Background: an optimization exercise with open tools, aiming at small area. Do not read the settings as production practice. Function was checked by simulation only, so behaviour that the tests miss may differ from the original. The flow treats the clock pin as an ideal source. Dropping or thinning the clock tree relies on that and would not hold on a real chip. Power figures rest on the tool's default switching activity, not on a simulated workload.

== build 83 ==
==> flow/design.v <==
module seven_seg( output a, b, c, d, e, f, g, input d3, d2, d1, d0 );
    assign a = ~d2 & ~d0 | d3 & ~d1 | d2 & ~d1 & d0 | ~d3 & d1;
    assign b = ~d2 | ~d3 & d1 & d0 | ~d1 & ~d0;
    assign c = ~(d3 & d1 | ~d2 & d1 & ~d0);
    assign d = ~d2 & ~d0 | ~d3 & d1 & ~d0 | ~d2 & d1 | d2 & ~d1 & d0;
    assign e = ~d3 & d1 & ~d0 | ~d2 & ~d0;
    assign f = ~d3 & d2 & ~d0 | d3 & ~d1 | d2 & ~d1 | ~d1 & ~d0;
    assign g = ~(d3 & d1 | d2 & d1 & d0 | ~d3 & ~d2 & ~d1);
endmodule
module display_driver(
    a_l, b_l, c_l, d_l, e_l, f_l, g_l, dp_l, dig1, dig2, dig3, dig4, led,
    clk, rst, en
    );
    output  a_l, b_l, c_l, d_l, e_l, f_l, g_l, dp_l, dig1, dig2, dig3, dig4;
    output  [3:0] led;
    input   clk, rst, en;
    reg [1:0] q;
    reg [4:0] m;
    reg [3:0] r0, r1, r2, r3;
    reg [3:0] cnt;
    reg [1:0] s;
    reg [3:0] digit;
    wire q0 = ~q[1] & ~q[0];
    wire q1 = ~q[1] &  q[0];
    wire q2 =  q[1] &  q[0];
    wire q3 =  q[1] & ~q[0];
    wire wrap = q2 & m[0] & m[1] & m[4];     
    wire w0   = q0 & m[0] & m[1] & m[3];     
    wire w1   = q1 & m[0] & m[2] & m[3];     
    wire w2   = q2 & m[1] & m[2] & m[4];     
    wire w3   = q3 & m[1] & m[3] & m[4];     
    wire fb   = m[0] ^ m[2] ^ m[3] ^ m[4] ^ (m[0] & m[2] & m[3]);
    always @(posedge clk or negedge rst)
        if (!rst) begin
            q <= 2'b11;
            m <= 5'b10011;
        end else begin
            q <= {q[0], ~q[1]};
            m <= {m[3:0], fb};
        end
    function lead;                           
        input [3:0] d;
        lead = d[3] & d[2];
    endfunction
    function nine;
        input [3:0] d;
        nine = d[3] & d[0];
    endfunction
    function [3:0] tog;
        input [3:0] d;
        tog = {d[2] & d[1] & d[0] | d[3] & (d[2] | d[1] | d[0]),
               d[1] & d[0] | d[3] & d[2],
               d[3] ? d[1] : d[0],
               1'b1};
    endfunction
    wire za = r0 == 4'd0;
    wire zb = r1 == 4'd0;
    wire zc = r2 == 4'd0;
    wire carry = w0 | za & (w1 | zb & (w2 | zc & w3));
    wire wr   = w1 & za & nine(r3) & nine(r1) & nine(r2);
    wire blk  = w1 & lead(r3) & ~cnt[1];
    wire prop = ~q0 & lead(r0) & ~lead(r3);
    wire inc  = carry & ~wr & ~blk;
    always @(posedge clk or negedge rst)
        if (!rst) begin
            r0 <= 4'hE; r1 <= 4'hF; r2 <= 4'hE; r3 <= 4'hE;
        end else begin
            r0 <= (wr | prop) ? 4'hC : r3 ^ ({4{inc}} & tog(r3));
            r1 <= r0;
            r2 <= r1;
            r3 <= r2;
        end
    wire first = r1[3] & r1[1];
    wire ci = wrap & ~first;
    always @(posedge clk or negedge rst)
        if (!rst) cnt <= 4'd0;
        else cnt <= cnt ^ {ci & cnt[2] & cnt[1] & cnt[0], ci & cnt[1] & cnt[0], ci & cnt[0], ci};
    wire rot = wrap & en & r1[3] & r1[0] & (r1[1] | r0[0]);
    always @(posedge clk or negedge rst)
        if (!rst) s <= 2'd0;
        else s <= s ^ {rot & s[0], rot};
    wire [1:0] qn = {q[1], q[1] ^ q[0]};
    wire [1:0] sel = qn - 2'd1 - s;
    always @(posedge clk)
        if (en)
            case (sel)
                2'd0: digit <= r0;
                2'd1: digit <= r1;
                2'd2: digit <= r2;
                default: digit <= r3;
            endcase
        else
            digit <= 4'hF;
    wire a, b, c, d, e, f, g;
    seven_seg M1(a, b, c, d, e, f, g, digit[3], digit[2], digit[1], digit[0]);
    assign {a_l, b_l, c_l, d_l, e_l, f_l, g_l} = ~{a, b, c, d, e, f, g};
    assign dp_l = 1'b1;
    assign dig4 = s != 2'd0;
    assign dig3 = s != 2'd1;
    assign dig2 = s != 2'd2;
    assign dig1 = s != 2'd3;
    assign led = ~cnt;
endmodule
==> flow/config.mk <==
export PLATFORM = sky130hd
export DESIGN_NAME = display_driver
export DESIGN_NICKNAME = display_driver
export VERILOG_FILES = /design/flow/design.v
export SDC_FILE = /design/flow/constraint.sdc
export NUM_CORES = 4
export LEC_CHECK = 0
export CAP_MARGIN = 20
export CORE_MARGIN = 2
export CORE_UTILIZATION = 70
export SLEW_MARGIN = 20
==> flow/constraint.sdc <==
create_clock -name core_clock -period 10.0 [get_ports {clk}]
set_input_delay 2.0000 -clock core_clock [delete_from_list [all_inputs] [get_ports {clk}]]
set_output_delay 2.0000 -clock core_clock [all_outputs]
set_load 0.01 [all_outputs]
standard.sh (not shown) runs the stock make flow with config.mk's settings and CLKGATE_MAP_FILE= SYNTH_SCRIPT=/design/flow/synth_recipe.tcl, a recipe that flattens the netlist after the stock synthesis.
==> flow/flow/run.sh <==
#!/bin/bash
# Standard ORFS flow (the standard.sh) with buf_1 port buffers; after CTS
# the clock tree is collapsed into one root buffer driving every register.
export BUFFER_PORTS_ARGS="-buffer_cell sky130_fd_sc_hd__buf_1"
export CTS_ARGS="-sink_clustering_enable -repair_clock_nets -buf_list sky130_fd_sc_hd__clkbuf_4 -root_buf sky130_fd_sc_hd__clkbuf_16 -dont_use_dummy_load"
export POST_CTS_TCL="$(pwd)/flow/post_cts.tcl"
export CLK_ROOT_CELL=sky130_fd_sc_hd__clkbuf_16
bash standard.sh > standard.log 2>&1
==> flow/flow/collapse.tcl <==
# Collapse the clock tree built by CTS into its root buffer, which then drives
# every clock sink directly.
set block [ord::get_db_block]
set root [$block findInst clkbuf_0_clk]
set rootnet [[$root findITerm X] getNet]
foreach inst [$block getInsts] {
  if {$inst == $root} { continue }
  set m [[$inst getMaster] getName]
  if {![string match sky130_fd_sc_hd__clkbuf_* $m]} { continue }
  set a [$inst findITerm A]
  if {[$a getNet] != $rootnet} { continue }
  set onet [[$inst findITerm X] getNet]
  foreach it [$onet getITerms] {
    if {[$it getInst] == $inst} { continue }
    $it disconnect
    $it connect $rootnet
  }
  $a disconnect
  [$inst findITerm X] disconnect
  odb::dbInst_destroy $inst
  odb::dbNet_destroy $onet
}
if {[info exists ::env(CLK_ROOT_CELL)]} {
  replace_cell [$root getName] $::env(CLK_ROOT_CELL)
}
==> flow/flow/post_cts.tcl <==
source [file join [file dirname [info script]] collapse.tcl]
detailed_placement
check_placement -verbose
estimate_parasitics -placement
Build 83: done, clean on timing, DRC and antenna
[inputs] build 98 vs build 83
- CORE_UTILIZATION changed from 70 to 40
==> flow/flow/run.sh <==
#!/bin/bash
# Standard ORFS flow with smaller port buffers and a smaller clock tree.
export BUFFER_PORTS_ARGS="-buffer_cell sky130_fd_sc_hd__buf_1"
export CTS_ARGS="-sink_clustering_enable -repair_clock_nets -sink_clustering_size 40 -sink_clustering_max_diameter 500 -buf_list sky130_fd_sc_hd__clkbuf_8 -dont_use_dummy_load"
bash standard.sh > standard.log 2>&1
removed: flow/flow/collapse.tcl
removed: flow/flow/post_cts.tcl
[summary]
Per the comparison of build 98 with build 83, row count now larger; detailed-route wire length shows a reduction of 12%; initial cell density of the core decreased by 30 points relative to the old numbers; area inside the core boundary moved up.
Cell count: higher on build 98
Delta (build 98 minus build 83): power consumption increased about 17%; overall global routing resource usage decreased 16 points.
Changes in build 25 relative to build 98:
==> flow/run.sh (new file) <==
#!/bin/bash
# synth_recipe.tcl (not shown) runs the flow's synth.tcl, then flattens the netlist and writes it again
# the make line also repeats each setting of config.mk as NAME=value (left out here)
make -C /OpenROAD-flow-scripts/flow DESIGN_CONFIG=/design/flow/config.mk WORK_HOME=/design/flow/orfs CLKGATE_MAP_FILE= SYNTH_SCRIPT=/design/flow/synth_recipe.tcl finish
removed: flow/flow/run.sh
removed: flow/standard.sh
Results
- In the tables for build 25 and build 98, slew at the pin closest to its max-slew limit reads higher with build 25.
- Total power of the final layout: build 25 and build 98 compared, higher one is build 25
- Compared with build 98, build 25 has less setup slack.
- When the final numbers for build 25 and build 98 were put side by side, the relative area of non-clock buffer cells in the final design turned out to be smaller in build 98.
- Build 25 vs. build 98: reported leakage power went up by about 8%.
- Diff build 98..build 25 | smallest hold slack | negligible
- Die span in x: build 25 vs build 98 identical
- Summary — global-route wire length before repair, build 25 relative to build 98: higher, by 1.4%.
- The switching part of the total in build 25 was lower than what build 98 gave.
- [build 25 vs build 98] clock period minus worst slack: higher in build 25

==> port drivers added, routing unchanged <==
The flow's constraints put no driver on any port. The routed layouts listed below were extracted and timed again, unchanged, in two steps.
Step 1 (the two cells are an assumption about what drives the block):
set clk [get_ports {clk}]
set_driving_cell -lib_cell sky130_fd_sc_hd__clkbuf_16 $clk
set_driving_cell -lib_cell sky130_fd_sc_hd__buf_2 [delete_from_list [all_inputs] $clk]
Step 2, shift: input delay + t, output delay - t, t = (earliest + latest rising clock arrival at the registers) / 2. This alone moves slack from input paths to output paths.
Slacks: ideal ports / drivers / drivers and shift; pairs: ideal ports / drivers.
run	shift t [ns]	slack for setup (ns)	hold WS [ns]	worst setup path after step 2	cell pins on the clock port's net
build 83	0.201	6.779 / 6.751 / 6.952	0.390 / 0.390 / 0.390	register to output	1
build 98	0.303	6.755 / 6.729 / 7.032	0.378 / 0.378 / 0.378	register to output	1
build 25	0.305	6.340 / 6.316 / 6.621	0.380 / 0.380 / 0.380	register to output	1
After both steps every run listed still meets setup and hold.
